Background: an optimization exercise with open tools, aiming at small area, a short achievable clock period and few clock cycles per item. Do not read the settings as production practice.
Function was not checked in any run shown here: the RTL went through the layout flow alone.

[flow/design.v]
module mac_cs(input [15:0] a, input [15:0] b, input [15:0] W, input [15:0] P,
              output [23:0] s, output [23:0] c);
wire t0 = a[0] ^ 1'b0;
wire t1 = (a[1] & ~a[0] & ~1'b0) | (~a[1] & a[0] & 1'b0);
wire t2 = a[1];
wire t3 = ((t0 & W[0])) ^ t2;
wire t4 = ((t0 & W[1]) | (t1 & W[0])) ^ t2;
wire t5 = ((t0 & W[2]) | (t1 & W[1])) ^ t2;
wire t6 = ((t0 & W[3]) | (t1 & W[2])) ^ t2;
wire t7 = ((t0 & W[4]) | (t1 & W[3])) ^ t2;
wire t8 = ((t0 & W[5]) | (t1 & W[4])) ^ t2;
wire t9 = ((t0 & W[6]) | (t1 & W[5])) ^ t2;
wire t10 = ((t0 & W[7]) | (t1 & W[6])) ^ t2;
wire t11 = ((t0 & W[8]) | (t1 & W[7])) ^ t2;
wire t12 = ((t0 & W[9]) | (t1 & W[8])) ^ t2;
wire t13 = ((t0 & W[10]) | (t1 & W[9])) ^ t2;
wire t14 = ((t0 & W[11]) | (t1 & W[10])) ^ t2;
wire t15 = ((t0 & W[12]) | (t1 & W[11])) ^ t2;
wire t16 = ((t0 & W[13]) | (t1 & W[12])) ^ t2;
wire t17 = ((t0 & W[14]) | (t1 & W[13])) ^ t2;
wire t18 = ((t0 & W[15]) | (t1 & W[14])) ^ t2;
wire t19 = ~(((t0 & W[15]) | (t1 & W[15])) ^ t2);
wire t20 = a[2] ^ a[1];
wire t21 = (a[3] & ~a[2] & ~a[1]) | (~a[3] & a[2] & a[1]);
wire t22 = a[3];
wire t23 = ((t20 & W[0])) ^ t22;
wire t24 = ((t20 & W[1]) | (t21 & W[0])) ^ t22;
wire t25 = ((t20 & W[2]) | (t21 & W[1])) ^ t22;
wire t26 = ((t20 & W[3]) | (t21 & W[2])) ^ t22;
wire t27 = ((t20 & W[4]) | (t21 & W[3])) ^ t22;
wire t28 = ((t20 & W[5]) | (t21 & W[4])) ^ t22;
wire t29 = ((t20 & W[6]) | (t21 & W[5])) ^ t22;
wire t30 = ((t20 & W[7]) | (t21 & W[6])) ^ t22;
wire t31 = ((t20 & W[8]) | (t21 & W[7])) ^ t22;
wire t32 = ((t20 & W[9]) | (t21 & W[8])) ^ t22;
wire t33 = ((t20 & W[10]) | (t21 & W[9])) ^ t22;
wire t34 = ((t20 & W[11]) | (t21 & W[10])) ^ t22;
wire t35 = ((t20 & W[12]) | (t21 & W[11])) ^ t22;
wire t36 = ((t20 & W[13]) | (t21 & W[12])) ^ t22;
wire t37 = ((t20 & W[14]) | (t21 & W[13])) ^ t22;
wire t38 = ((t20 & W[15]) | (t21 & W[14])) ^ t22;
wire t39 = ~(((t20 & W[15]) | (t21 & W[15])) ^ t22);
wire t40 = a[4] ^ a[3];
wire t41 = (a[5] & ~a[4] & ~a[3]) | (~a[5] & a[4] & a[3]);
wire t42 = a[5];
wire t43 = ((t40 & W[0])) ^ t42;
wire t44 = ((t40 & W[1]) | (t41 & W[0])) ^ t42;
wire t45 = ((t40 & W[2]) | (t41 & W[1])) ^ t42;
wire t46 = ((t40 & W[3]) | (t41 & W[2])) ^ t42;
wire t47 = ((t40 & W[4]) | (t41 & W[3])) ^ t42;
wire t48 = ((t40 & W[5]) | (t41 & W[4])) ^ t42;
wire t49 = ((t40 & W[6]) | (t41 & W[5])) ^ t42;
wire t50 = ((t40 & W[7]) | (t41 & W[6])) ^ t42;
wire t51 = ((t40 & W[8]) | (t41 & W[7])) ^ t42;
wire t52 = ((t40 & W[9]) | (t41 & W[8])) ^ t42;
wire t53 = ((t40 & W[10]) | (t41 & W[9])) ^ t42;
wire t54 = ((t40 & W[11]) | (t41 & W[10])) ^ t42;
wire t55 = ((t40 & W[12]) | (t41 & W[11])) ^ t42;
wire t56 = ((t40 & W[13]) | (t41 & W[12])) ^ t42;
wire t57 = ((t40 & W[14]) | (t41 & W[13])) ^ t42;
wire t58 = ((t40 & W[15]) | (t41 & W[14])) ^ t42;
wire t59 = ~(((t40 & W[15]) | (t41 & W[15])) ^ t42);
wire t60 = a[6] ^ a[5];
wire t61 = (a[7] & ~a[6] & ~a[5]) | (~a[7] & a[6] & a[5]);
wire t62 = a[7];
wire t63 = ((t60 & W[0])) ^ t62;
wire t64 = ((t60 & W[1]) | (t61 & W[0])) ^ t62;
wire t65 = ((t60 & W[2]) | (t61 & W[1])) ^ t62;
wire t66 = ((t60 & W[3]) | (t61 & W[2])) ^ t62;
wire t67 = ((t60 & W[4]) | (t61 & W[3])) ^ t62;
wire t68 = ((t60 & W[5]) | (t61 & W[4])) ^ t62;
wire t69 = ((t60 & W[6]) | (t61 & W[5])) ^ t62;
wire t70 = ((t60 & W[7]) | (t61 & W[6])) ^ t62;
wire t71 = ((t60 & W[8]) | (t61 & W[7])) ^ t62;
wire t72 = ((t60 & W[9]) | (t61 & W[8])) ^ t62;
wire t73 = ((t60 & W[10]) | (t61 & W[9])) ^ t62;
wire t74 = ((t60 & W[11]) | (t61 & W[10])) ^ t62;
wire t75 = ((t60 & W[12]) | (t61 & W[11])) ^ t62;
wire t76 = ((t60 & W[13]) | (t61 & W[12])) ^ t62;
wire t77 = ((t60 & W[14]) | (t61 & W[13])) ^ t62;
wire t78 = ((t60 & W[15]) | (t61 & W[14])) ^ t62;
wire t79 = ~(((t60 & W[15]) | (t61 & W[15])) ^ t62);
wire t80 = a[8] ^ a[7];
wire t81 = (a[9] & ~a[8] & ~a[7]) | (~a[9] & a[8] & a[7]);
wire t82 = a[9];
wire t83 = ((t80 & W[0])) ^ t82;
wire t84 = ((t80 & W[1]) | (t81 & W[0])) ^ t82;
wire t85 = ((t80 & W[2]) | (t81 & W[1])) ^ t82;
wire t86 = ((t80 & W[3]) | (t81 & W[2])) ^ t82;
wire t87 = ((t80 & W[4]) | (t81 & W[3])) ^ t82;
wire t88 = ((t80 & W[5]) | (t81 & W[4])) ^ t82;
wire t89 = ((t80 & W[6]) | (t81 & W[5])) ^ t82;
wire t90 = ((t80 & W[7]) | (t81 & W[6])) ^ t82;
wire t91 = ((t80 & W[8]) | (t81 & W[7])) ^ t82;
wire t92 = ((t80 & W[9]) | (t81 & W[8])) ^ t82;
wire t93 = ((t80 & W[10]) | (t81 & W[9])) ^ t82;
wire t94 = ((t80 & W[11]) | (t81 & W[10])) ^ t82;
wire t95 = ((t80 & W[12]) | (t81 & W[11])) ^ t82;
wire t96 = ((t80 & W[13]) | (t81 & W[12])) ^ t82;
wire t97 = ((t80 & W[14]) | (t81 & W[13])) ^ t82;
wire t98 = ((t80 & W[15]) | (t81 & W[14])) ^ t82;
wire t99 = a[10] ^ a[9];
wire t100 = (a[11] & ~a[10] & ~a[9]) | (~a[11] & a[10] & a[9]);
wire t101 = a[11];
wire t102 = ((t99 & W[0])) ^ t101;
wire t103 = ((t99 & W[1]) | (t100 & W[0])) ^ t101;
wire t104 = ((t99 & W[2]) | (t100 & W[1])) ^ t101;
wire t105 = ((t99 & W[3]) | (t100 & W[2])) ^ t101;
wire t106 = ((t99 & W[4]) | (t100 & W[3])) ^ t101;
wire t107 = ((t99 & W[5]) | (t100 & W[4])) ^ t101;
wire t108 = ((t99 & W[6]) | (t100 & W[5])) ^ t101;
wire t109 = ((t99 & W[7]) | (t100 & W[6])) ^ t101;
wire t110 = ((t99 & W[8]) | (t100 & W[7])) ^ t101;
wire t111 = ((t99 & W[9]) | (t100 & W[8])) ^ t101;
wire t112 = ((t99 & W[10]) | (t100 & W[9])) ^ t101;
wire t113 = ((t99 & W[11]) | (t100 & W[10])) ^ t101;
wire t114 = ((t99 & W[12]) | (t100 & W[11])) ^ t101;
wire t115 = ((t99 & W[13]) | (t100 & W[12])) ^ t101;
wire t116 = a[12] ^ a[11];
wire t117 = (a[13] & ~a[12] & ~a[11]) | (~a[13] & a[12] & a[11]);
wire t118 = a[13];
wire t119 = ((t116 & W[0])) ^ t118;
wire t120 = ((t116 & W[1]) | (t117 & W[0])) ^ t118;
wire t121 = ((t116 & W[2]) | (t117 & W[1])) ^ t118;
wire t122 = ((t116 & W[3]) | (t117 & W[2])) ^ t118;
wire t123 = ((t116 & W[4]) | (t117 & W[3])) ^ t118;
wire t124 = ((t116 & W[5]) | (t117 & W[4])) ^ t118;
wire t125 = ((t116 & W[6]) | (t117 & W[5])) ^ t118;
wire t126 = ((t116 & W[7]) | (t117 & W[6])) ^ t118;
wire t127 = ((t116 & W[8]) | (t117 & W[7])) ^ t118;
wire t128 = ((t116 & W[9]) | (t117 & W[8])) ^ t118;
wire t129 = ((t116 & W[10]) | (t117 & W[9])) ^ t118;
wire t130 = ((t116 & W[11]) | (t117 & W[10])) ^ t118;
wire t131 = a[14] ^ a[13];
wire t132 = (a[15] & ~a[14] & ~a[13]) | (~a[15] & a[14] & a[13]);
wire t133 = a[15];
wire t134 = ((t131 & W[0])) ^ t133;
wire t135 = ((t131 & W[1]) | (t132 & W[0])) ^ t133;
wire t136 = ((t131 & W[2]) | (t132 & W[1])) ^ t133;
wire t137 = ((t131 & W[3]) | (t132 & W[2])) ^ t133;
wire t138 = ((t131 & W[4]) | (t132 & W[3])) ^ t133;
wire t139 = ((t131 & W[5]) | (t132 & W[4])) ^ t133;
wire t140 = ((t131 & W[6]) | (t132 & W[5])) ^ t133;
wire t141 = ((t131 & W[7]) | (t132 & W[6])) ^ t133;
wire t142 = ((t131 & W[8]) | (t132 & W[7])) ^ t133;
wire t143 = ((t131 & W[9]) | (t132 & W[8])) ^ t133;
wire t144 = b[0] ^ 1'b0;
wire t145 = (b[1] & ~b[0] & ~1'b0) | (~b[1] & b[0] & 1'b0);
wire t146 = ~b[1];
wire t147 = ((t144 & P[0])) ^ t146;
wire t148 = ((t144 & P[1]) | (t145 & P[0])) ^ t146;
wire t149 = ((t144 & P[2]) | (t145 & P[1])) ^ t146;
wire t150 = ((t144 & P[3]) | (t145 & P[2])) ^ t146;
wire t151 = ((t144 & P[4]) | (t145 & P[3])) ^ t146;
wire t152 = ((t144 & P[5]) | (t145 & P[4])) ^ t146;
wire t153 = ((t144 & P[6]) | (t145 & P[5])) ^ t146;
wire t154 = ((t144 & P[7]) | (t145 & P[6])) ^ t146;
wire t155 = ((t144 & P[8]) | (t145 & P[7])) ^ t146;
wire t156 = ((t144 & P[9]) | (t145 & P[8])) ^ t146;
wire t157 = ((t144 & P[10]) | (t145 & P[9])) ^ t146;
wire t158 = ((t144 & P[11]) | (t145 & P[10])) ^ t146;
wire t159 = ((t144 & P[12]) | (t145 & P[11])) ^ t146;
wire t160 = ((t144 & P[13]) | (t145 & P[12])) ^ t146;
wire t161 = ((t144 & P[14]) | (t145 & P[13])) ^ t146;
wire t162 = ((t144 & P[15]) | (t145 & P[14])) ^ t146;
wire t163 = ~(((t144 & P[15]) | (t145 & P[15])) ^ t146);
wire t164 = b[2] ^ b[1];
wire t165 = (b[3] & ~b[2] & ~b[1]) | (~b[3] & b[2] & b[1]);
wire t166 = ~b[3];
wire t167 = ((t164 & P[0])) ^ t166;
wire t168 = ((t164 & P[1]) | (t165 & P[0])) ^ t166;
wire t169 = ((t164 & P[2]) | (t165 & P[1])) ^ t166;
wire t170 = ((t164 & P[3]) | (t165 & P[2])) ^ t166;
wire t171 = ((t164 & P[4]) | (t165 & P[3])) ^ t166;
wire t172 = ((t164 & P[5]) | (t165 & P[4])) ^ t166;
wire t173 = ((t164 & P[6]) | (t165 & P[5])) ^ t166;
wire t174 = ((t164 & P[7]) | (t165 & P[6])) ^ t166;
wire t175 = ((t164 & P[8]) | (t165 & P[7])) ^ t166;
wire t176 = ((t164 & P[9]) | (t165 & P[8])) ^ t166;
wire t177 = ((t164 & P[10]) | (t165 & P[9])) ^ t166;
wire t178 = ((t164 & P[11]) | (t165 & P[10])) ^ t166;
wire t179 = ((t164 & P[12]) | (t165 & P[11])) ^ t166;
wire t180 = ((t164 & P[13]) | (t165 & P[12])) ^ t166;
wire t181 = ((t164 & P[14]) | (t165 & P[13])) ^ t166;
wire t182 = ((t164 & P[15]) | (t165 & P[14])) ^ t166;
wire t183 = ~(((t164 & P[15]) | (t165 & P[15])) ^ t166);
wire t184 = b[4] ^ b[3];
wire t185 = (b[5] & ~b[4] & ~b[3]) | (~b[5] & b[4] & b[3]);
wire t186 = ~b[5];
wire t187 = ((t184 & P[0])) ^ t186;
wire t188 = ((t184 & P[1]) | (t185 & P[0])) ^ t186;
wire t189 = ((t184 & P[2]) | (t185 & P[1])) ^ t186;
wire t190 = ((t184 & P[3]) | (t185 & P[2])) ^ t186;
wire t191 = ((t184 & P[4]) | (t185 & P[3])) ^ t186;
wire t192 = ((t184 & P[5]) | (t185 & P[4])) ^ t186;
wire t193 = ((t184 & P[6]) | (t185 & P[5])) ^ t186;
wire t194 = ((t184 & P[7]) | (t185 & P[6])) ^ t186;
wire t195 = ((t184 & P[8]) | (t185 & P[7])) ^ t186;
wire t196 = ((t184 & P[9]) | (t185 & P[8])) ^ t186;
wire t197 = ((t184 & P[10]) | (t185 & P[9])) ^ t186;
wire t198 = ((t184 & P[11]) | (t185 & P[10])) ^ t186;
wire t199 = ((t184 & P[12]) | (t185 & P[11])) ^ t186;
wire t200 = ((t184 & P[13]) | (t185 & P[12])) ^ t186;
wire t201 = ((t184 & P[14]) | (t185 & P[13])) ^ t186;
wire t202 = ((t184 & P[15]) | (t185 & P[14])) ^ t186;
wire t203 = ~(((t184 & P[15]) | (t185 & P[15])) ^ t186);
wire t204 = b[6] ^ b[5];
wire t205 = (b[7] & ~b[6] & ~b[5]) | (~b[7] & b[6] & b[5]);
wire t206 = ~b[7];
wire t207 = ((t204 & P[0])) ^ t206;
wire t208 = ((t204 & P[1]) | (t205 & P[0])) ^ t206;
wire t209 = ((t204 & P[2]) | (t205 & P[1])) ^ t206;
wire t210 = ((t204 & P[3]) | (t205 & P[2])) ^ t206;
wire t211 = ((t204 & P[4]) | (t205 & P[3])) ^ t206;
wire t212 = ((t204 & P[5]) | (t205 & P[4])) ^ t206;
wire t213 = ((t204 & P[6]) | (t205 & P[5])) ^ t206;
wire t214 = ((t204 & P[7]) | (t205 & P[6])) ^ t206;
wire t215 = ((t204 & P[8]) | (t205 & P[7])) ^ t206;
wire t216 = ((t204 & P[9]) | (t205 & P[8])) ^ t206;
wire t217 = ((t204 & P[10]) | (t205 & P[9])) ^ t206;
wire t218 = ((t204 & P[11]) | (t205 & P[10])) ^ t206;
wire t219 = ((t204 & P[12]) | (t205 & P[11])) ^ t206;
wire t220 = ((t204 & P[13]) | (t205 & P[12])) ^ t206;
wire t221 = ((t204 & P[14]) | (t205 & P[13])) ^ t206;
wire t222 = ((t204 & P[15]) | (t205 & P[14])) ^ t206;
wire t223 = ~(((t204 & P[15]) | (t205 & P[15])) ^ t206);
wire t224 = b[8] ^ b[7];
wire t225 = (b[9] & ~b[8] & ~b[7]) | (~b[9] & b[8] & b[7]);
wire t226 = ~b[9];
wire t227 = ((t224 & P[0])) ^ t226;
wire t228 = ((t224 & P[1]) | (t225 & P[0])) ^ t226;
wire t229 = ((t224 & P[2]) | (t225 & P[1])) ^ t226;
wire t230 = ((t224 & P[3]) | (t225 & P[2])) ^ t226;
wire t231 = ((t224 & P[4]) | (t225 & P[3])) ^ t226;
wire t232 = ((t224 & P[5]) | (t225 & P[4])) ^ t226;
wire t233 = ((t224 & P[6]) | (t225 & P[5])) ^ t226;
wire t234 = ((t224 & P[7]) | (t225 & P[6])) ^ t226;
wire t235 = ((t224 & P[8]) | (t225 & P[7])) ^ t226;
wire t236 = ((t224 & P[9]) | (t225 & P[8])) ^ t226;
wire t237 = ((t224 & P[10]) | (t225 & P[9])) ^ t226;
wire t238 = ((t224 & P[11]) | (t225 & P[10])) ^ t226;
wire t239 = ((t224 & P[12]) | (t225 & P[11])) ^ t226;
wire t240 = ((t224 & P[13]) | (t225 & P[12])) ^ t226;
wire t241 = ((t224 & P[14]) | (t225 & P[13])) ^ t226;
wire t242 = ((t224 & P[15]) | (t225 & P[14])) ^ t226;
wire t243 = b[10] ^ b[9];
wire t244 = (b[11] & ~b[10] & ~b[9]) | (~b[11] & b[10] & b[9]);
wire t245 = ~b[11];
wire t246 = ((t243 & P[0])) ^ t245;
wire t247 = ((t243 & P[1]) | (t244 & P[0])) ^ t245;
wire t248 = ((t243 & P[2]) | (t244 & P[1])) ^ t245;
wire t249 = ((t243 & P[3]) | (t244 & P[2])) ^ t245;
wire t250 = ((t243 & P[4]) | (t244 & P[3])) ^ t245;
wire t251 = ((t243 & P[5]) | (t244 & P[4])) ^ t245;
wire t252 = ((t243 & P[6]) | (t244 & P[5])) ^ t245;
wire t253 = ((t243 & P[7]) | (t244 & P[6])) ^ t245;
wire t254 = ((t243 & P[8]) | (t244 & P[7])) ^ t245;
wire t255 = ((t243 & P[9]) | (t244 & P[8])) ^ t245;
wire t256 = ((t243 & P[10]) | (t244 & P[9])) ^ t245;
wire t257 = ((t243 & P[11]) | (t244 & P[10])) ^ t245;
wire t258 = ((t243 & P[12]) | (t244 & P[11])) ^ t245;
wire t259 = ((t243 & P[13]) | (t244 & P[12])) ^ t245;
wire t260 = b[12] ^ b[11];
wire t261 = (b[13] & ~b[12] & ~b[11]) | (~b[13] & b[12] & b[11]);
wire t262 = ~b[13];
wire t263 = ((t260 & P[0])) ^ t262;
wire t264 = ((t260 & P[1]) | (t261 & P[0])) ^ t262;
wire t265 = ((t260 & P[2]) | (t261 & P[1])) ^ t262;
wire t266 = ((t260 & P[3]) | (t261 & P[2])) ^ t262;
wire t267 = ((t260 & P[4]) | (t261 & P[3])) ^ t262;
wire t268 = ((t260 & P[5]) | (t261 & P[4])) ^ t262;
wire t269 = ((t260 & P[6]) | (t261 & P[5])) ^ t262;
wire t270 = ((t260 & P[7]) | (t261 & P[6])) ^ t262;
wire t271 = ((t260 & P[8]) | (t261 & P[7])) ^ t262;
wire t272 = ((t260 & P[9]) | (t261 & P[8])) ^ t262;
wire t273 = ((t260 & P[10]) | (t261 & P[9])) ^ t262;
wire t274 = ((t260 & P[11]) | (t261 & P[10])) ^ t262;
wire t275 = b[14] ^ b[13];
wire t276 = (b[15] & ~b[14] & ~b[13]) | (~b[15] & b[14] & b[13]);
wire t277 = ~b[15];
wire t278 = ((t275 & P[0])) ^ t277;
wire t279 = ((t275 & P[1]) | (t276 & P[0])) ^ t277;
wire t280 = ((t275 & P[2]) | (t276 & P[1])) ^ t277;
wire t281 = ((t275 & P[3]) | (t276 & P[2])) ^ t277;
wire t282 = ((t275 & P[4]) | (t276 & P[3])) ^ t277;
wire t283 = ((t275 & P[5]) | (t276 & P[4])) ^ t277;
wire t284 = ((t275 & P[6]) | (t276 & P[5])) ^ t277;
wire t285 = ((t275 & P[7]) | (t276 & P[6])) ^ t277;
wire t286 = ((t275 & P[8]) | (t276 & P[7])) ^ t277;
wire t287 = ((t275 & P[9]) | (t276 & P[8])) ^ t277;
wire t288 = t13 ^ t31;
wire t289 = t13 & t31;
wire t290 = t15 ^ t33 ^ t51;
wire t291 = (t15 & t33) | (t15 & t51) | (t33 & t51);
wire t292 = t69 ^ t87;
wire t293 = t69 & t87;
wire t294 = t16 ^ t34 ^ t52;
wire t295 = (t16 & t34) | (t16 & t52) | (t34 & t52);
wire t296 = t70 ^ t88;
wire t297 = t70 & t88;
wire t298 = t17 ^ t35 ^ t53;
wire t299 = (t17 & t35) | (t17 & t53) | (t35 & t53);
wire t300 = t71 ^ t89 ^ t106;
wire t301 = (t71 & t89) | (t71 & t106) | (t89 & t106);
wire t302 = t121 ^ t134 ^ t133;
wire t303 = (t121 & t134) | (t121 & t133) | (t134 & t133);
wire t304 = t161 ^ t179;
wire t305 = t161 & t179;
wire t306 = t18 ^ t36 ^ t54;
wire t307 = (t18 & t36) | (t18 & t54) | (t36 & t54);
wire t308 = t72 ^ t90 ^ t107;
wire t309 = (t72 & t90) | (t72 & t107) | (t90 & t107);
wire t310 = t122 ^ t135 ^ t162;
wire t311 = (t122 & t135) | (t122 & t162) | (t135 & t162);
wire t312 = t180 ^ t198;
wire t313 = t180 & t198;
wire t314 = t19 ^ t37 ^ t55;
wire t315 = (t19 & t37) | (t19 & t55) | (t37 & t55);
wire t316 = t73 ^ t91 ^ t108;
wire t317 = (t73 & t91) | (t73 & t108) | (t91 & t108);
wire t318 = t123 ^ t136 ^ t163;
wire t319 = (t123 & t136) | (t123 & t163) | (t136 & t163);
wire t320 = t181 ^ t199;
wire t321 = t181 & t199;
wire t322 = t38 ^ t56 ^ t74;
wire t323 = (t38 & t56) | (t38 & t74) | (t56 & t74);
wire t324 = t92 ^ t109 ^ t124;
wire t325 = (t92 & t109) | (t92 & t124) | (t109 & t124);
wire t326 = t137 ^ t182 ^ t200;
wire t327 = (t137 & t182) | (t137 & t200) | (t182 & t200);
wire t328 = t39 ^ t57 ^ t75;
wire t329 = (t39 & t57) | (t39 & t75) | (t57 & t75);
wire t330 = t93 ^ t110 ^ t125;
wire t331 = (t93 & t110) | (t93 & t125) | (t110 & t125);
wire t332 = t138 ^ t183;
wire t333 = t138 & t183;
wire t334 = t58 ^ t76 ^ t94;
wire t335 = (t58 & t76) | (t58 & t94) | (t76 & t94);
wire t336 = t59 ^ t77;
wire t337 = t59 & t77;
wire t338 = t9 ^ t27;
wire t339 = t9 & t27;
wire t340 = t11 ^ t29 ^ t47;
wire t341 = (t11 & t29) | (t11 & t47) | (t29 & t47);
wire t342 = t65 ^ t83;
wire t343 = t65 & t83;
wire t344 = t12 ^ t30 ^ t48;
wire t345 = (t12 & t30) | (t12 & t48) | (t30 & t48);
wire t346 = t66 ^ t84;
wire t347 = t66 & t84;
wire t348 = t288 ^ t49 ^ t67;
wire t349 = (t288 & t49) | (t288 & t67) | (t49 & t67);
wire t350 = t85 ^ t102 ^ t101;
wire t351 = (t85 & t102) | (t85 & t101) | (t102 & t101);
wire t352 = t157 ^ t175 ^ t193;
wire t353 = (t157 & t175) | (t157 & t193) | (t175 & t193);
wire t354 = t289 ^ t14 ^ t32;
wire t355 = (t289 & t14) | (t289 & t32) | (t14 & t32);
wire t356 = t50 ^ t68 ^ t86;
wire t357 = (t50 & t68) | (t50 & t86) | (t68 & t86);
wire t358 = t103 ^ t158 ^ t176;
wire t359 = (t103 & t158) | (t103 & t176) | (t158 & t176);
wire t360 = t194 ^ t212;
wire t361 = t194 & t212;
wire t362 = t290 ^ t292 ^ t104;
wire t363 = (t290 & t292) | (t290 & t104) | (t292 & t104);
wire t364 = t119 ^ t118 ^ t159;
wire t365 = (t119 & t118) | (t119 & t159) | (t118 & t159);
wire t366 = t177 ^ t195 ^ t213;
wire t367 = (t177 & t195) | (t177 & t213) | (t195 & t213);
wire t368 = t231 ^ t248 ^ t263;
wire t369 = (t231 & t248) | (t231 & t263) | (t248 & t263);
wire t370 = t291 ^ t293 ^ t294;
wire t371 = (t291 & t293) | (t291 & t294) | (t293 & t294);
wire t372 = t296 ^ t105 ^ t120;
wire t373 = (t296 & t105) | (t296 & t120) | (t105 & t120);
wire t374 = t160 ^ t178 ^ t196;
wire t375 = (t160 & t178) | (t160 & t196) | (t178 & t196);
wire t376 = t214 ^ t232 ^ t249;
wire t377 = (t214 & t232) | (t214 & t249) | (t232 & t249);
wire t378 = t295 ^ t297 ^ t298;
wire t379 = (t295 & t297) | (t295 & t298) | (t297 & t298);
wire t380 = t300 ^ t302 ^ t304;
wire t381 = (t300 & t302) | (t300 & t304) | (t302 & t304);
wire t382 = t197 ^ t215 ^ t233;
wire t383 = (t197 & t215) | (t197 & t233) | (t215 & t233);
wire t384 = t250 ^ t265 ^ t278;
wire t385 = (t250 & t265) | (t250 & t278) | (t265 & t278);
wire t386 = t299 ^ t301 ^ t303;
wire t387 = (t299 & t301) | (t299 & t303) | (t301 & t303);
wire t388 = t305 ^ t306 ^ t308;
wire t389 = (t305 & t306) | (t305 & t308) | (t306 & t308);
wire t390 = t310 ^ t312 ^ t216;
wire t391 = (t310 & t312) | (t310 & t216) | (t312 & t216);
wire t392 = t234 ^ t251 ^ t266;
wire t393 = (t234 & t251) | (t234 & t266) | (t251 & t266);
wire t394 = t307 ^ t309 ^ t311;
wire t395 = (t307 & t309) | (t307 & t311) | (t309 & t311);
wire t396 = t313 ^ t314 ^ t316;
wire t397 = (t313 & t314) | (t313 & t316) | (t314 & t316);
wire t398 = t318 ^ t320 ^ t217;
wire t399 = (t318 & t320) | (t318 & t217) | (t320 & t217);
wire t400 = t235 ^ t252 ^ t267;
wire t401 = (t235 & t252) | (t235 & t267) | (t252 & t267);
wire t402 = t315 ^ t317 ^ t319;
wire t403 = (t315 & t317) | (t315 & t319) | (t317 & t319);
wire t404 = t321 ^ t322 ^ t324;
wire t405 = (t321 & t322) | (t321 & t324) | (t322 & t324);
wire t406 = t326 ^ t218 ^ t236;
wire t407 = (t326 & t218) | (t326 & t236) | (t218 & t236);
wire t408 = t253 ^ t268 ^ t281;
wire t409 = (t253 & t268) | (t253 & t281) | (t268 & t281);
wire t410 = t323 ^ t325 ^ t327;
wire t411 = (t323 & t325) | (t323 & t327) | (t325 & t327);
wire t412 = t328 ^ t330 ^ t332;
wire t413 = (t328 & t330) | (t328 & t332) | (t330 & t332);
wire t414 = t201 ^ t219 ^ t237;
wire t415 = (t201 & t219) | (t201 & t237) | (t219 & t237);
wire t416 = t254 ^ t269 ^ t282;
wire t417 = (t254 & t269) | (t254 & t282) | (t269 & t282);
wire t418 = t329 ^ t331 ^ t333;
wire t419 = (t329 & t331) | (t329 & t333) | (t331 & t333);
wire t420 = t334 ^ t111 ^ t126;
wire t421 = (t334 & t111) | (t334 & t126) | (t111 & t126);
wire t422 = t139 ^ t202 ^ t220;
wire t423 = (t139 & t202) | (t139 & t220) | (t202 & t220);
wire t424 = t238 ^ t255 ^ t270;
wire t425 = (t238 & t255) | (t238 & t270) | (t255 & t270);
wire t426 = t335 ^ t336 ^ t95;
wire t427 = (t335 & t336) | (t335 & t95) | (t336 & t95);
wire t428 = t112 ^ t127 ^ t140;
wire t429 = (t112 & t127) | (t112 & t140) | (t127 & t140);
wire t430 = t203 ^ t221 ^ t239;
wire t431 = (t203 & t221) | (t203 & t239) | (t221 & t239);
wire t432 = t256 ^ t271 ^ t284;
wire t433 = (t256 & t271) | (t256 & t284) | (t271 & t284);
wire t434 = t337 ^ t78 ^ t96;
wire t435 = (t337 & t78) | (t337 & t96) | (t78 & t96);
wire t436 = t113 ^ t128 ^ t141;
wire t437 = (t113 & t128) | (t113 & t141) | (t128 & t141);
wire t438 = t222 ^ t240 ^ t257;
wire t439 = (t222 & t240) | (t222 & t257) | (t240 & t257);
wire t440 = t79 ^ t97 ^ t114;
wire t441 = (t79 & t97) | (t79 & t114) | (t97 & t114);
wire t442 = t129 ^ t142 ^ t223;
wire t443 = (t129 & t142) | (t129 & t223) | (t142 & t223);
wire t444 = t241 ^ t258;
wire t445 = t241 & t258;
wire t446 = t98 ^ t115 ^ t130;
wire t447 = (t98 & t115) | (t98 & t130) | (t115 & t130);
wire t448 = t7 ^ t25 ^ t43;
wire t449 = (t7 & t25) | (t7 & t43) | (t25 & t43);
wire t450 = t8 ^ t26;
wire t451 = t8 & t26;
wire t452 = t338 ^ t45 ^ t63;
wire t453 = (t338 & t45) | (t338 & t63) | (t45 & t63);
wire t454 = t62 ^ t153 ^ t171;
wire t455 = (t62 & t153) | (t62 & t171) | (t153 & t171);
wire t456 = t339 ^ t10 ^ t28;
wire t457 = (t339 & t10) | (t339 & t28) | (t10 & t28);
wire t458 = t46 ^ t64 ^ t154;
wire t459 = (t46 & t64) | (t46 & t154) | (t64 & t154);
wire t460 = t172 ^ t190;
wire t461 = t172 & t190;
wire t462 = t340 ^ t342 ^ t82;
wire t463 = (t340 & t342) | (t340 & t82) | (t342 & t82);
wire t464 = t155 ^ t173 ^ t191;
wire t465 = (t155 & t173) | (t155 & t191) | (t173 & t191);
wire t466 = t209 ^ t227 ^ t226;
wire t467 = (t209 & t227) | (t209 & t226) | (t227 & t226);
wire t468 = t341 ^ t343 ^ t344;
wire t469 = (t341 & t343) | (t341 & t344) | (t343 & t344);
wire t470 = t346 ^ t156 ^ t174;
wire t471 = (t346 & t156) | (t346 & t174) | (t156 & t174);
wire t472 = t192 ^ t210 ^ t228;
wire t473 = (t192 & t210) | (t192 & t228) | (t210 & t228);
wire t474 = t345 ^ t347 ^ t348;
wire t475 = (t345 & t347) | (t345 & t348) | (t347 & t348);
wire t476 = t350 ^ t352 ^ t211;
wire t477 = (t350 & t352) | (t350 & t211) | (t352 & t211);
wire t478 = t229 ^ t246 ^ t245;
wire t479 = (t229 & t246) | (t229 & t245) | (t246 & t245);
wire t480 = t349 ^ t351 ^ t353;
wire t481 = (t349 & t351) | (t349 & t353) | (t351 & t353);
wire t482 = t354 ^ t356 ^ t358;
wire t483 = (t354 & t356) | (t354 & t358) | (t356 & t358);
wire t484 = t360 ^ t230 ^ t247;
wire t485 = (t360 & t230) | (t360 & t247) | (t230 & t247);
wire t486 = t355 ^ t357 ^ t359;
wire t487 = (t355 & t357) | (t355 & t359) | (t357 & t359);
wire t488 = t361 ^ t362 ^ t364;
wire t489 = (t361 & t362) | (t361 & t364) | (t362 & t364);
wire t490 = t366 ^ t368 ^ t262;
wire t491 = (t366 & t368) | (t366 & t262) | (t368 & t262);
wire t492 = t363 ^ t365 ^ t367;
wire t493 = (t363 & t365) | (t363 & t367) | (t365 & t367);
wire t494 = t369 ^ t370 ^ t372;
wire t495 = (t369 & t370) | (t369 & t372) | (t370 & t372);
wire t496 = t374 ^ t376 ^ t264;
wire t497 = (t374 & t376) | (t374 & t264) | (t376 & t264);
wire t498 = t371 ^ t373 ^ t375;
wire t499 = (t371 & t373) | (t371 & t375) | (t373 & t375);
wire t500 = t377 ^ t378 ^ t380;
wire t501 = (t377 & t378) | (t377 & t380) | (t378 & t380);
wire t502 = t382 ^ t384 ^ t277;
wire t503 = (t382 & t384) | (t382 & t277) | (t384 & t277);
wire t504 = t379 ^ t381 ^ t383;
wire t505 = (t379 & t381) | (t379 & t383) | (t381 & t383);
wire t506 = t385 ^ t386 ^ t388;
wire t507 = (t385 & t386) | (t385 & t388) | (t386 & t388);
wire t508 = t390 ^ t392 ^ t279;
wire t509 = (t390 & t392) | (t390 & t279) | (t392 & t279);
wire t510 = t387 ^ t389 ^ t391;
wire t511 = (t387 & t389) | (t387 & t391) | (t389 & t391);
wire t512 = t393 ^ t394 ^ t396;
wire t513 = (t393 & t394) | (t393 & t396) | (t394 & t396);
wire t514 = t398 ^ t400 ^ t280;
wire t515 = (t398 & t400) | (t398 & t280) | (t400 & t280);
wire t516 = t395 ^ t397 ^ t399;
wire t517 = (t395 & t397) | (t395 & t399) | (t397 & t399);
wire t518 = t401 ^ t402 ^ t404;
wire t519 = (t401 & t402) | (t401 & t404) | (t402 & t404);
wire t520 = t406 ^ t408 ^ 1'b1;
wire t521 = (t406 & t408) | (t406 & 1'b1) | (t408 & 1'b1);
wire t522 = t403 ^ t405 ^ t407;
wire t523 = (t403 & t405) | (t403 & t407) | (t405 & t407);
wire t524 = t409 ^ t410 ^ t412;
wire t525 = (t409 & t410) | (t409 & t412) | (t410 & t412);
wire t526 = t414 ^ t416 ^ 1'b1;
wire t527 = (t414 & t416) | (t414 & 1'b1) | (t416 & 1'b1);
wire t528 = t411 ^ t413 ^ t415;
wire t529 = (t411 & t413) | (t411 & t415) | (t413 & t415);
wire t530 = t417 ^ t418 ^ t420;
wire t531 = (t417 & t418) | (t417 & t420) | (t418 & t420);
wire t532 = t422 ^ t424 ^ t283;
wire t533 = (t422 & t424) | (t422 & t283) | (t424 & t283);
wire t534 = t419 ^ t421 ^ t423;
wire t535 = (t419 & t421) | (t419 & t423) | (t421 & t423);
wire t536 = t425 ^ t426 ^ t428;
wire t537 = (t425 & t426) | (t425 & t428) | (t426 & t428);
wire t538 = t430 ^ t432 ^ 1'b1;
wire t539 = (t430 & t432) | (t430 & 1'b1) | (t432 & 1'b1);
wire t540 = t427 ^ t429 ^ t431;
wire t541 = (t427 & t429) | (t427 & t431) | (t429 & t431);
wire t542 = t433 ^ t434 ^ t436;
wire t543 = (t433 & t434) | (t433 & t436) | (t434 & t436);
wire t544 = t438 ^ t272 ^ t285;
wire t545 = (t438 & t272) | (t438 & t285) | (t272 & t285);
wire t546 = t435 ^ t437 ^ t439;
wire t547 = (t435 & t437) | (t435 & t439) | (t437 & t439);
wire t548 = t440 ^ t442 ^ t444;
wire t549 = (t440 & t442) | (t440 & t444) | (t442 & t444);
wire t550 = t273 ^ t286 ^ 1'b1;
wire t551 = (t273 & t286) | (t273 & 1'b1) | (t286 & 1'b1);
wire t552 = t441 ^ t443 ^ t445;
wire t553 = (t441 & t443) | (t441 & t445) | (t443 & t445);
wire t554 = t446 ^ t143 ^ t242;
wire t555 = (t446 & t143) | (t446 & t242) | (t143 & t242);
wire t556 = t259 ^ t274 ^ t287;
wire t557 = (t259 & t274) | (t259 & t287) | (t274 & t287);
wire t558 = t5 ^ t23 ^ t22;
wire t559 = (t5 & t23) | (t5 & t22) | (t23 & t22);
wire t560 = t6 ^ t24;
wire t561 = t6 & t24;
wire t562 = t448 ^ t42 ^ t151;
wire t563 = (t448 & t42) | (t448 & t151) | (t42 & t151);
wire t564 = t169 ^ t187;
wire t565 = t169 & t187;
wire t566 = t449 ^ t450 ^ t44;
wire t567 = (t449 & t450) | (t449 & t44) | (t450 & t44);
wire t568 = t152 ^ t170 ^ t188;
wire t569 = (t152 & t170) | (t152 & t188) | (t170 & t188);
wire t570 = t451 ^ t452 ^ t454;
wire t571 = (t451 & t452) | (t451 & t454) | (t452 & t454);
wire t572 = t189 ^ t207 ^ t206;
wire t573 = (t189 & t207) | (t189 & t206) | (t207 & t206);
wire t574 = t453 ^ t455 ^ t456;
wire t575 = (t453 & t455) | (t453 & t456) | (t455 & t456);
wire t576 = t458 ^ t460 ^ t208;
wire t577 = (t458 & t460) | (t458 & t208) | (t460 & t208);
wire t578 = t457 ^ t459 ^ t461;
wire t579 = (t457 & t459) | (t457 & t461) | (t459 & t461);
wire t580 = t462 ^ t464 ^ t466;
wire t581 = (t462 & t464) | (t462 & t466) | (t464 & t466);
wire t582 = t463 ^ t465 ^ t467;
wire t583 = (t463 & t465) | (t463 & t467) | (t465 & t467);
wire t584 = t468 ^ t470 ^ t472;
wire t585 = (t468 & t470) | (t468 & t472) | (t470 & t472);
wire t586 = t469 ^ t471 ^ t473;
wire t587 = (t469 & t471) | (t469 & t473) | (t471 & t473);
wire t588 = t474 ^ t476 ^ t478;
wire t589 = (t474 & t476) | (t474 & t478) | (t476 & t478);
wire t590 = t475 ^ t477 ^ t479;
wire t591 = (t475 & t477) | (t475 & t479) | (t477 & t479);
wire t592 = t480 ^ t482 ^ t484;
wire t593 = (t480 & t482) | (t480 & t484) | (t482 & t484);
wire t594 = t481 ^ t483 ^ t485;
wire t595 = (t481 & t483) | (t481 & t485) | (t483 & t485);
wire t596 = t486 ^ t488 ^ t490;
wire t597 = (t486 & t488) | (t486 & t490) | (t488 & t490);
wire t598 = t487 ^ t489 ^ t491;
wire t599 = (t487 & t489) | (t487 & t491) | (t489 & t491);
wire t600 = t492 ^ t494 ^ t496;
wire t601 = (t492 & t494) | (t492 & t496) | (t494 & t496);
wire t602 = t493 ^ t495 ^ t497;
wire t603 = (t493 & t495) | (t493 & t497) | (t495 & t497);
wire t604 = t498 ^ t500 ^ t502;
wire t605 = (t498 & t500) | (t498 & t502) | (t500 & t502);
wire t606 = t499 ^ t501 ^ t503;
wire t607 = (t499 & t501) | (t499 & t503) | (t501 & t503);
wire t608 = t504 ^ t506 ^ t508;
wire t609 = (t504 & t506) | (t504 & t508) | (t506 & t508);
wire t610 = t505 ^ t507 ^ t509;
wire t611 = (t505 & t507) | (t505 & t509) | (t507 & t509);
wire t612 = t510 ^ t512 ^ t514;
wire t613 = (t510 & t512) | (t510 & t514) | (t512 & t514);
wire t614 = t511 ^ t513 ^ t515;
wire t615 = (t511 & t513) | (t511 & t515) | (t513 & t515);
wire t616 = t516 ^ t518 ^ t520;
wire t617 = (t516 & t518) | (t516 & t520) | (t518 & t520);
wire t618 = t517 ^ t519 ^ t521;
wire t619 = (t517 & t519) | (t517 & t521) | (t519 & t521);
wire t620 = t522 ^ t524 ^ t526;
wire t621 = (t522 & t524) | (t522 & t526) | (t524 & t526);
wire t622 = t523 ^ t525 ^ t527;
wire t623 = (t523 & t525) | (t523 & t527) | (t525 & t527);
wire t624 = t528 ^ t530 ^ t532;
wire t625 = (t528 & t530) | (t528 & t532) | (t530 & t532);
wire t626 = t529 ^ t531 ^ t533;
wire t627 = (t529 & t531) | (t529 & t533) | (t531 & t533);
wire t628 = t534 ^ t536 ^ t538;
wire t629 = (t534 & t536) | (t534 & t538) | (t536 & t538);
wire t630 = t535 ^ t537 ^ t539;
wire t631 = (t535 & t537) | (t535 & t539) | (t537 & t539);
wire t632 = t540 ^ t542 ^ t544;
wire t633 = (t540 & t542) | (t540 & t544) | (t542 & t544);
wire t634 = t541 ^ t543 ^ t545;
wire t635 = (t541 & t543) | (t541 & t545) | (t543 & t545);
wire t636 = t546 ^ t548 ^ t550;
wire t637 = (t546 & t548) | (t546 & t550) | (t548 & t550);
wire t638 = t547 ^ t549 ^ t551;
wire t639 = (t547 & t549) | (t547 & t551) | (t549 & t551);
wire t640 = t552 ^ t554 ^ t556;
wire t641 = (t552 & t554) | (t552 & t556) | (t554 & t556);
wire t642 = t3 ^ t2;
wire t643 = t3 & t2;
wire t644 = t558 ^ t149;
wire t645 = t558 & t149;
wire t646 = t559 ^ t560 ^ t150;
wire t647 = (t559 & t560) | (t559 & t150) | (t560 & t150);
wire t648 = t561 ^ t562 ^ t564;
wire t649 = (t561 & t562) | (t561 & t564) | (t562 & t564);
wire t650 = t563 ^ t565 ^ t566;
wire t651 = (t563 & t565) | (t563 & t566) | (t565 & t566);
wire t652 = t567 ^ t569 ^ t570;
wire t653 = (t567 & t569) | (t567 & t570) | (t569 & t570);
wire t654 = t571 ^ t573 ^ t574;
wire t655 = (t571 & t573) | (t571 & t574) | (t573 & t574);
wire t656 = t575 ^ t577 ^ t578;
wire t657 = (t575 & t577) | (t575 & t578) | (t577 & t578);
wire t658 = t579 ^ t581 ^ t582;
wire t659 = (t579 & t581) | (t579 & t582) | (t581 & t582);
wire t660 = t583 ^ t585 ^ t586;
wire t661 = (t583 & t585) | (t583 & t586) | (t585 & t586);
wire t662 = t587 ^ t589 ^ t590;
wire t663 = (t587 & t589) | (t587 & t590) | (t589 & t590);
wire t664 = t591 ^ t593 ^ t594;
wire t665 = (t591 & t593) | (t591 & t594) | (t593 & t594);
wire t666 = t595 ^ t597 ^ t598;
wire t667 = (t595 & t597) | (t595 & t598) | (t597 & t598);
wire t668 = t599 ^ t601 ^ t602;
wire t669 = (t599 & t601) | (t599 & t602) | (t601 & t602);
wire t670 = t603 ^ t605 ^ t606;
wire t671 = (t603 & t605) | (t603 & t606) | (t605 & t606);
wire t672 = t607 ^ t609 ^ t610;
wire t673 = (t607 & t609) | (t607 & t610) | (t609 & t610);
wire t674 = t611 ^ t613 ^ t614;
wire t675 = (t611 & t613) | (t611 & t614) | (t613 & t614);
wire t676 = t615 ^ t617 ^ t618;
wire t677 = (t615 & t617) | (t615 & t618) | (t617 & t618);
wire t678 = t619 ^ t621 ^ t622;
wire t679 = (t619 & t621) | (t619 & t622) | (t621 & t622);
wire t680 = t623 ^ t625 ^ t626;
wire t681 = (t623 & t625) | (t623 & t626) | (t625 & t626);
wire t682 = t627 ^ t629 ^ t630;
wire t683 = (t627 & t629) | (t627 & t630) | (t629 & t630);
wire t684 = t631 ^ t633 ^ t634;
wire t685 = (t631 & t633) | (t631 & t634) | (t633 & t634);
wire t686 = t635 ^ t637 ^ t638;
wire t687 = (t635 & t637) | (t635 & t638) | (t637 & t638);
wire t688 = t642 ^ t147;
wire t689 = t642 & t147;
wire t690 = t643 ^ t4 ^ t148;
wire t691 = (t643 & t4) | (t643 & t148) | (t4 & t148);
wire t692 = t644 ^ t167 ^ t166;
wire t693 = (t644 & t167) | (t644 & t166) | (t167 & t166);
wire t694 = t645 ^ t646 ^ t168;
wire t695 = (t645 & t646) | (t645 & t168) | (t646 & t168);
wire t696 = t647 ^ t648 ^ t186;
wire t697 = (t647 & t648) | (t647 & t186) | (t648 & t186);
wire t698 = t649 ^ t650 ^ t568;
wire t699 = (t649 & t650) | (t649 & t568) | (t650 & t568);
wire t700 = t651 ^ t652 ^ t572;
wire t701 = (t651 & t652) | (t651 & t572) | (t652 & t572);
wire t702 = t653 ^ t654 ^ t576;
wire t703 = (t653 & t654) | (t653 & t576) | (t654 & t576);
wire t704 = t655 ^ t656 ^ t580;
wire t705 = (t655 & t656) | (t655 & t580) | (t656 & t580);
wire t706 = t657 ^ t658 ^ t584;
wire t707 = (t657 & t658) | (t657 & t584) | (t658 & t584);
wire t708 = t659 ^ t660 ^ t588;
wire t709 = (t659 & t660) | (t659 & t588) | (t660 & t588);
wire t710 = t661 ^ t662 ^ t592;
wire t711 = (t661 & t662) | (t661 & t592) | (t662 & t592);
wire t712 = t663 ^ t664 ^ t596;
wire t713 = (t663 & t664) | (t663 & t596) | (t664 & t596);
wire t714 = t665 ^ t666 ^ t600;
wire t715 = (t665 & t666) | (t665 & t600) | (t666 & t600);
wire t716 = t667 ^ t668 ^ t604;
wire t717 = (t667 & t668) | (t667 & t604) | (t668 & t604);
wire t718 = t669 ^ t670 ^ t608;
wire t719 = (t669 & t670) | (t669 & t608) | (t670 & t608);
wire t720 = t671 ^ t672 ^ t612;
wire t721 = (t671 & t672) | (t671 & t612) | (t672 & t612);
wire t722 = t673 ^ t674 ^ t616;
wire t723 = (t673 & t674) | (t673 & t616) | (t674 & t616);
wire t724 = t675 ^ t676 ^ t620;
wire t725 = (t675 & t676) | (t675 & t620) | (t676 & t620);
wire t726 = t677 ^ t678 ^ t624;
wire t727 = (t677 & t678) | (t677 & t624) | (t678 & t624);
wire t728 = t679 ^ t680 ^ t628;
wire t729 = (t679 & t680) | (t679 & t628) | (t680 & t628);
wire t730 = t681 ^ t682 ^ t632;
wire t731 = (t681 & t682) | (t681 & t632) | (t682 & t632);
wire t732 = t683 ^ t684 ^ t636;
wire t733 = (t683 & t684) | (t683 & t636) | (t684 & t636);
wire t734 = t685 ^ t686 ^ t640;
wire t735 = (t685 & t686) | (t685 & t640) | (t686 & t640);
assign s = {t733, t731, t729, t727, t725, t723, t721, t719, t717, t715, t713, t711, t709, t707, t705, t703, t701, t699, t697, t695, t693, t691, t689, t688};
assign c = {t734, t732, t730, t728, t726, t724, t722, t720, t718, t716, t714, t712, t710, t708, t706, t704, t702, t700, t698, t696, t694, t692, t690, t146};
endmodule
`timescale 1ns/1ps
module phase_ctrl(
                  input             clk,
                  input             resetn,
                  input             i2c_wr,
                  input  [15:0]     i2c_wdata,
                  input  [3:0]      i2c_addr,
                  input             fifo_empty,
                  input  [17:0]     fifo_rdata,
                  output            fifo_rden,
                  output reg [17:0] fifo_wdata,
                  output            fifo_wren,
                  input             fifo_almost_full
                 );
reg signed [15:0] a;
reg signed [15:0] b;
always @(posedge clk or negedge resetn) begin
    if (!resetn) begin
        a <= 16'h0100;
        b <= 16'h0100;
    end else if (i2c_wr) begin
        if (i2c_addr == 4'd0) a <= i2c_wdata;
        if (i2c_addr == 4'd1) b <= i2c_wdata;
    end
end
reg [8:0] sr;
reg       wv;            
reg [2:0] credit;        
reg       hv;            
wire mid = |sr[4:0];
wire can_wr = |credit;
wire adv = ~wv | can_wr;
wire idle = ~wv & ~|sr;
assign fifo_rden = adv & (mid | ~fifo_empty);
assign fifo_wren = wv & can_wr;
always @(posedge clk or negedge resetn) begin
    if (!resetn) begin
        sr <= 9'd0;
        wv <= 1'b0;
        hv <= 1'b0;
    end else if (adv) begin
        sr <= {sr[7:0], ~mid & ~fifo_empty};
        wv <= |sr[8:3];
        if (sr[6]) hv <= 1'b1;
    end
end
always @(posedge clk or negedge resetn) begin
    if (!resetn)
        credit <= 3'd0;
    else
        credit <= (fifo_almost_full ? (idle ? 3'd0 : credit) : 3'd6) - {2'b00, fifo_wren};
end
reg  signed [15:0] W;
reg  [15:0] H0, H1, H2, H3, H4;
reg  [23:0] S, C;
wire [23:0] s_n, c_n;
reg  [15:0] Y, D;
wire        rot = sr[1] | sr[2] | sr[3] | sr[5] | sr[6];
wire signed [15:0] P = hv ? H0 : 16'd0;
wire [23:0] diff = S + C;
mac_cs mac(.a(a), .b(b), .W(W), .P(P), .s(s_n), .c(c_n));
always @(posedge clk) begin
    if (adv) begin
        W  <= fifo_rdata[15:0];
        S  <= s_n;
        C  <= c_n;
        Y  <= diff[23:8];
        D  <= Y;
        if (rot) begin
            H0 <= H1;
            H1 <= H2;
            H2 <= H3;
            H3 <= H4;
            H4 <= W;
        end
        if (sr[3])
            fifo_wdata <= {2'b01, fifo_rdata[15:0]};
        else if (sr[4] | sr[5] | sr[6])
            fifo_wdata <= {2'b00, D};
        else if (sr[7])
            fifo_wdata <= {2'b00, Y};
        else
            fifo_wdata <= {2'b10, Y};
    end
end
endmodule
[flow/run.sh]
#!/bin/bash
# synth_recipe.tcl (not shown) runs the flow's synth.tcl, then flattens the netlist and writes it again
# the make line also repeats each setting of config.mk as NAME=value (left out here)
make -C /OpenROAD-flow-scripts/flow DESIGN_CONFIG=/design/flow/config.mk WORK_HOME=/design/flow/orfs CLKGATE_MAP_FILE= SYNTH_SCRIPT=/design/flow/synth_recipe.tcl finish
[flow/config.mk]
export PLATFORM = sky130hd
export DESIGN_NAME = phase_ctrl
export DESIGN_NICKNAME = phase_ctrl
export VERILOG_FILES = /design/flow/design.v
export SDC_FILE = /design/flow/constraint.sdc
export NUM_CORES = 4
export LEC_CHECK = 0
export CAP_MARGIN = 20
export CORE_MARGIN = 2
export CORE_UTILIZATION = 40
export SETUP_SLACK_MARGIN = 4.0
export SLEW_MARGIN = 20
[flow/constraint.sdc]
create_clock -name core_clock -period 8.0 [get_ports {clk}]
set_input_delay 1.6000 -clock core_clock [delete_from_list [all_inputs] [get_ports {clk}]]
set_output_delay 1.6000 -clock core_clock [all_outputs]
set_load 0.01 [all_outputs]
==> impl_metrics.env, run 1 <==
export IMPL_crit_required_ns=8.30
export IMPL_critPathLaunchType="flip-flop"
export IMPL_relSlewSlack=0.312
export IMPL_grt_ovfl_total=0
export IMPL_max_stage_delay_ns=0.58
export IMPL_finalCritPeriodShare=0.584
export IMPL_die_area_um2=60100
export IMPL_cts_buffers=28
export IMPL_clock_latency_ns=0.59
export IMPL_cp_cell_sequence="buf_4, inv_8, nand2_1, o21ai_0, a21oi_2, fa_2, inv_2, fa_2, inv_1, fa_2, inv_2, fa_2, fa_2, inv_1, fa_2"
export IMPL_async_flop_share=0.192
export IMPL_reg2reg_slack_ns=3.33
export IMPL_hold_viol_final=0
export IMPL_synth_seq_area_share=0.300
export IMPL_setup_viol=0
export IMPL_postCtsHoldBufs=0
export IMPL_syn_avg_cell_area_um2=8.67
export IMPL_path_max_fanout=5
export IMPL_drive_gt1_frac=0.250
export IMPL_hold_class="reg2reg"
export IMPL_netlist_area_um2=23200
export IMPL_start_util=0.404
export IMPL_row_count=88
export IMPL_worstMarginPinSlew_ns=1.03
export IMPL_setup_tns_final_ns=0
export IMPL_antenna_left=0
export IMPL_layout_min_cycle_time_ns=4.67
export IMPL_synth_ff_type="edfxtp_1"
export IMPL_path_buf_inv=6
export IMPL_nets=3030
export IMPL_drc=0
export IMPL_area_growth_pct=24.2
export IMPL_fp_dieH_um=245
export IMPL_io_buffers=60
export IMPL_vias=21800
export IMPL_cts_root_buf="clkbuf_16"
export IMPL_tritoncts="yes"
export IMPL_place_detailed_hpwl_um=53900
export IMPL_synth_seq_cells=240
export IMPL_synth_area_leader_cell="edfxtp_1"
export IMPL_clkSinkCount=240
export IMPL_h_tree_depth=1
export IMPL_die_w_um=245
export IMPL_first_iter_violations=2945
export IMPL_crit_path_top_delay_cell="fa_2"
export IMPL_viasPerCell=6.14
export IMPL_core_area_um2=57600
export IMPL_cp_end_kind="flip-flop"
export IMPL_holdWs_ns=0.415
export IMPL_synth_yosys_warnings=1
export IMPL_wl_per_cell_um=24.0
export IMPL_wl_um=85100
export IMPL_clockBufferDepth=3
export IMPL_final_max_slew_viol_count=0
export IMPL_grt_pass1_vias=19800
export IMPL_place_congestion=0.908
export IMPL_clk_pin_slew_ns=0.07
export IMPL_yosys_area_top_type_share=0.251
export IMPL_skew_ns=0.0367
export IMPL_crit_type="reg2reg"
export IMPL_cp_arrival_ns=4.97
export IMPL_netlist_top_cells_area="edfxtp_1 (25%), fa_1 (16%), a21oi_1 (6.0%), o21ai_0 (5.5%), dfrtp_1 (4.7%)"
export IMPL_syn_nets=2954
export IMPL_netlist_instances=2680
export IMPL_critPathTopFamily="adder cells"
export IMPL_antenna_found_initial=2
export IMPL_drtPass1Iterations=8
export IMPL_grtUsageTotal=0.267
export IMPL_cap_violations=0
export IMPL_status="timing/DRC/antenna clean"
export IMPL_reg_top3="C x24, S x24, fifo_wdata x18"
export IMPL_max_freq_ghz=0.214
export IMPL_synth_edf_count=194
export IMPL_grt_pass1_wl_um=123000
export IMPL_cp_common_cell="fa_2"
export IMPL_rsz0062_at_grt="yes"
export IMPL_pin_count=63
export IMPL_grt_max_degree=87
export IMPL_ys_types=65
layer usage:
layer | vias up | global-route usage | share of wire | wire (um)
met5 | - | 0 | 0 | 0
met4 | 0 | 0.129 | 0.063 | 5390
met3 | 257 | 0.0400 | 0.096 | 8200
met2 | 1364 | 0.423 | 0.45 | 38500
met1 | 10500 | 0.357 | 0.39 | 33000
li1 | 9618 | - | - | -
path summary, 6_finish.rpt:
check / depth (start not counted) / start / end
worst max-delay path: 15 / a[5]$_DFFE_PN0P_ / C[20]$_DFFE_PP_
worst min register to register: 0 / H2[7]$_DFFE_PP_ / H1[7]$_DFFE_PP_
worst min-delay path: 0 / H2[7]$_DFFE_PP_ / H1[7]$_DFFE_PP_
worst max register to register: 15 / a[5]$_DFFE_PN0P_ / C[20]$_DFFE_PP_
min in group asynchronous: 2 / resetn / a[3]$_DFFE_PN0P_
max in group asynchronous: 2 / resetn / hv$_DFFE_PN0P_
placed cells by master (no fill, tap or decap), types with 31 or more instances in the layout:
cell / Yosys / final
fa_2: 0 / 81
xnor2_1: 41 / 39
buf_12: 0 / 34
nor2b_1: 45 / 38
mux2i_1: 31 / 31
nand2_1: 279 / 271
a21oi_1: 279 / 261
inv_2: 1 / 54
edfxtp_1: 194 / 194
o22ai_1: 73 / 50
fa_1: 184 / 103
o21ai_0: 254 / 236
clkdlybuf4s50_1: 0 / 58
a22oi_1: 54 / 51
nand3_1: 38 / 37
nor2_1: 180 / 165
a211oi_1: 43 / 35
buf_4: 2 / 169
buf_6: 0 / 44
clkbuf_16: 0 / 35
mux2_2: 33 / 33
inv_1: 218 / 155
ha_1: 47 / 43
cell families after synthesis:
group           share of synthesized area
xor+xnor                           0.0252
compound gates                      0.247
mux                                0.0293
fa+ha+maj                           0.201
simple gates                        0.111
flops                               0.300
buf+inv                            0.0865
per-stage QoR:
| stage | std cells | setup WS, ns | instance area (um2) | util |
|---|---|---|---|---|
| final | 3544 | 3.33 | 28900 | 0.501 |
| after global routing | 3543 | 3.25 | 28900 | 0.501 |
| after CTS | 3470 | 3.39 | 27500 | 0.478 |
| after detailed placement | 3268 | 2.60 | 24400 | 0.423 |
| after global placement | 3268 | 2.68 | 24400 | 0.423 |
| after floorplan | 2680 | 3.59 | 23800 | - |
area by class of cell:
| class | instances | area [um2] |
|---|---|---|
| multi-input cells | 1923 | 15400 |
| clock inverters | 18 | 189 |
| inverters | 224 | 910 |
| repair inverters | 2 | 12.5 |
| repair buffers | 337 | 3670 |
| diodes | 1 | 2.50 |
| clock buffers | 34 | 733 |
| flip-flops and latches | 240 | 7040 |
| well taps | 765 | 957 |
| fillers | 5182 | 28700 |
repair_timing:
action | CTS | global route
pin swaps | 67 | 119
resized for setup | 246 | 165
setup buffers | 142 | 65
gates cloned | 8 | 8
setup endpoints to repair | 38 | 36
endpoints found under the hold margin | 0 | 0
synthesized netlist by cell type, types with 29 or more instances:
cell type / instances
dfrtp_1: 44
a221o_1: 29
a21oi_1: 279
xnor2_1: 41
edfxtp_1: 194
o21ai_0: 254
clkbuf_1: 200
inv_1: 218
nand2_1: 279
a22oi_1: 54
mux2i_1: 31
mux2_2: 33
nand3_1: 38
buf_1: 45
o22ai_1: 73
a221oi_1: 38
buf_2: 47
maj3_1: 39
ha_1: 47
fa_1: 184
a211oi_1: 43
nor2_1: 180
nor2b_1: 45
==> run 2: changes to the inputs <==
--- a/flow/config.mk
+++ b/flow/config.mk
@@ -7,2 +7,3 @@
 export LEC_CHECK = 0
+export ABC_AREA = 1
 export CAP_MARGIN = 20
==> run 2 against run 1 <==
Effect of this change: still clean; final cell count down 23%; worst hold slack about the same; critical path depth decreased by 1; clock skew decreased by 0.014 ns; core utilization shrank 0.37 points; flip-flop and latch count is the same; first-iteration DRC count shrank 50%; die area down 18%; routed wire length shrank 32%; critical endpoint is now C[19]$_DFFE_PP_.
==> impl_metrics.env, run 2 <==
export IMPL_place_detailed_hpwl_um=40600
export IMPL_setup_viol=0
export IMPL_netlist_instances=1908
export IMPL_clock_latency_ns=0.59
export IMPL_layout_min_cycle_time_ns=4.67
export IMPL_antenna_found_initial=0
export IMPL_final_instance_count_excl_fill=2716
export IMPL_fp_dieH_um=222
export IMPL_core_area_um2=47400
export IMPL_wl_um=58200
export IMPL_crit_required_ns=8.31
export IMPL_yosys_area_top_type_share=0.305
export IMPL_synth_seq_cells=240
export IMPL_hold_class="reg2reg"
export IMPL_grtUsageTotal=0.232
export IMPL_clk_pin_slew_ns=0.06
export IMPL_grt_pass1_wl_um=87900
export IMPL_status="timing/DRC/antenna clean"
export IMPL_cts_root_buf="clkbuf_16"
export IMPL_h_tree_depth=1
export IMPL_layout_commonest_cell="inv_1"
export IMPL_io_buffers=60
export IMPL_drtPass1Iterations=5
export IMPL_holdWs_ns=0.414
export IMPL_syn_nets=2182
export IMPL_tritoncts="yes"
export IMPL_synth_yosys_warnings=1
export IMPL_synth_seq_area_share=0.366
export IMPL_synth_common_cells="inv_1 (306), nand2_1 (252), xor2_1 (233), o22ai_1 (203), edfxtp_1 (194)"
export IMPL_first_iter_violations=1470
export IMPL_die_area_um2=49400
export IMPL_crit_type="reg2reg"
export IMPL_clockBufferDepth=3
export IMPL_ys_types=46
export IMPL_final_max_slew_viol_count=0
export IMPL_cts_buffers=28
export IMPL_final_cell_mix="inv_1 (231), nand2_1 (223), xor2_1 (221)"
export IMPL_row_count=80
export IMPL_synth_ff_type="edfxtp_1"
export IMPL_die_w_um=222
export IMPL_grt_ovfl_total=0
export IMPL_grt_pass1_vias=14900
export IMPL_area_growth_pct=23.8
export IMPL_netlist_top_cells_area="edfxtp_1 (31%), fa_1 (19%), xor2_1 (11%), o22ai_1 (6.7%), inv_1 (6.0%)"
export IMPL_place_congestion=0.891
export IMPL_dp_cells=2498
export IMPL_max_freq_ghz=0.214
export IMPL_antenna_left=0
export IMPL_netlist_area_um2=19100
export IMPL_path_max_fanout=4
export IMPL_start_util=0.402
export IMPL_relSlewSlack=0.365
export IMPL_cp_arrival_ns=4.98
export IMPL_drive_gt1_frac=0.256
export IMPL_viasPerCell=5.44
export IMPL_setup_tns_final_ns=0
export IMPL_wl_per_cell_um=21.4
export IMPL_hold_viol_final=0
export IMPL_num_antenna_cells=0
export IMPL_cp_end_kind="flip-flop"
export IMPL_synth_edf_count=194
export IMPL_drc=0
export IMPL_worstMarginPinSlew_ns=0.953
export IMPL_nets=2353
export IMPL_finalCritPeriodShare=0.583
export IMPL_reg_top3="C x24, S x24, fifo_wdata x18"
export IMPL_grt_max_degree=81
export IMPL_clkSinkCount=240
export IMPL_pin_count=63
export IMPL_yosysMostFrequentCell="inv_1"
export IMPL_critPathLaunchType="flip-flop"
export IMPL_syn_avg_cell_area_um2=10.0
export IMPL_vias=14800
export IMPL_skew_ns=0.0231
export IMPL_async_flop_share=0.192
export IMPL_cap_violations=0
export IMPL_rsz0062_at_grt="yes"
export IMPL_synth_area_leader_cell="edfxtp_1"
run 2: cell count changes after synthesis, sizes merged, moves of 38 or more:
cell	delta
clkbuf	-165
a21oi	-253
nor2b	-45
o21ai	-180
a211oi	-40
inv	+105
xor2	+208
nor2	-102
maj3	-39
a221oi	-38
a22oi	-54
o22ai	+133
run 2: stage by stage:
stage	instance area (um2)	utilization	setup WS, ns
floorplan	19500	-	3.64
CTS	22900	0.482	3.38
global placement	20400	0.429	2.53
detailed placement	20400	0.429	2.49
global route	23600	0.498	3.25
finish	23600	0.498	3.33
run 2: routing by layer:
metal  up-vias  share of wire  GRT usage
met4         0          0.049     0.0972
met2       715           0.45      0.365
li1       6595              -          -
met3       183          0.092     0.0542
met5         -              0          0
met1      7281           0.41      0.309
run 2: logic make-up after synthesis:
logic type	count (synthesis)	share of synthesized area
buffers and inverters	422	0.0900
and+or+nand+nor	409	0.0915
AOI/OAI and AO/OA	354	0.112
xor gates and xnor gates	252	0.116
DFF	240	0.366
adders and majority gates	231	0.224
run 2: what timing repair did:
| item | 4_1_cts | 5_1_grt |
|---|---|---|
| resized for setup | 179 | 120 |
| gates cloned | 4 | 1 |
| pin swaps | 50 | 64 |
| setup endpoints to repair | 40 | 36 |
| hold buffers | 0 | 0 |
| setup buffers | 132 | 27 |
run 2: worst max-delay path, cell delays in order (launching register included):
cell      delay [ns]
dfrtp_4         0.54
buf_12          0.16
buf_4           0.14
a211oi_2        0.26
a21oi_2         0.10
fa_2            0.59
inv_1           0.09
fa_2            0.56
inv_1           0.06
fa_2            0.54
inv_2           0.04
fa_2            0.34
fa_1            0.48
inv_1           0.06
fa_2            0.43
run 2: path summary, 6_finish.rpt:
check / cells past startpoint / start / endpoint / slack (ns)
worst max-delay path: 14 / a[3]$_DFFE_PN0P_ / C[19]$_DFFE_PP_ / 3.33
worst min-delay path: 0 / H4[7]$_DFFE_PP_ / H3[7]$_DFFE_PP_ / 0.41
min in group asynchronous: 2 / resetn / sr[5]$_DFFE_PN0P_ / 1.12
worst max register to register: 14 / a[3]$_DFFE_PN0P_ / C[19]$_DFFE_PP_ / 3.33
worst min register to register: 0 / H4[7]$_DFFE_PP_ / H3[7]$_DFFE_PP_ / 0.41
max in group asynchronous: 2 / resetn / b[11]$_DFFE_PN0P_ / 6.35
run 2: area by class of cell:
| cell class | count | area, um2 |
|---|---|---|
| timing repair buffer | 230 | 2120 |
| fill | 4299 | 23800 |
| clock buffer | 36 | 752 |
| sequential | 240 | 7020 |
| tap | 615 | 769 |
| inverter | 328 | 1400 |
| multi-input combinational | 1249 | 11400 |
| clock inverter | 16 | 158 |
| timing repair inverter | 2 | 8.76 |

## static timing again, ports no longer ideal
The results above use ideal ports. As a check the final layouts listed here were re-extracted and re-timed, cells and wires unchanged.
Step 1 assumes that a clkbuf_16 drives the clock port and a buf_2 every other input.
Step 2 adds t to the input delays and takes it off the output delays; t is the mean of the earliest and latest rising clock arrival at the registers after step 1. Input paths then give back, and output paths get back, about the clock's delay inside the block.
Three values: ideal ports, drivers, drivers and shift; two values: the first two.
| run | t, ns | setup slack, ns | worst setup path at the end | clock arrival spread, ns | cell pins on the clock port's net |
|---|---|---|---|---|---|
| run 1 | 0.626 | 3.325 / 3.325 / 3.325 | register to register | 0.038 / 0.038 | 1 |
| run 2 | 0.637 | 3.335 / 3.335 / 3.335 | register to register | 0.023 / 0.023 | 1 |
After both steps every run listed still meets setup and hold.
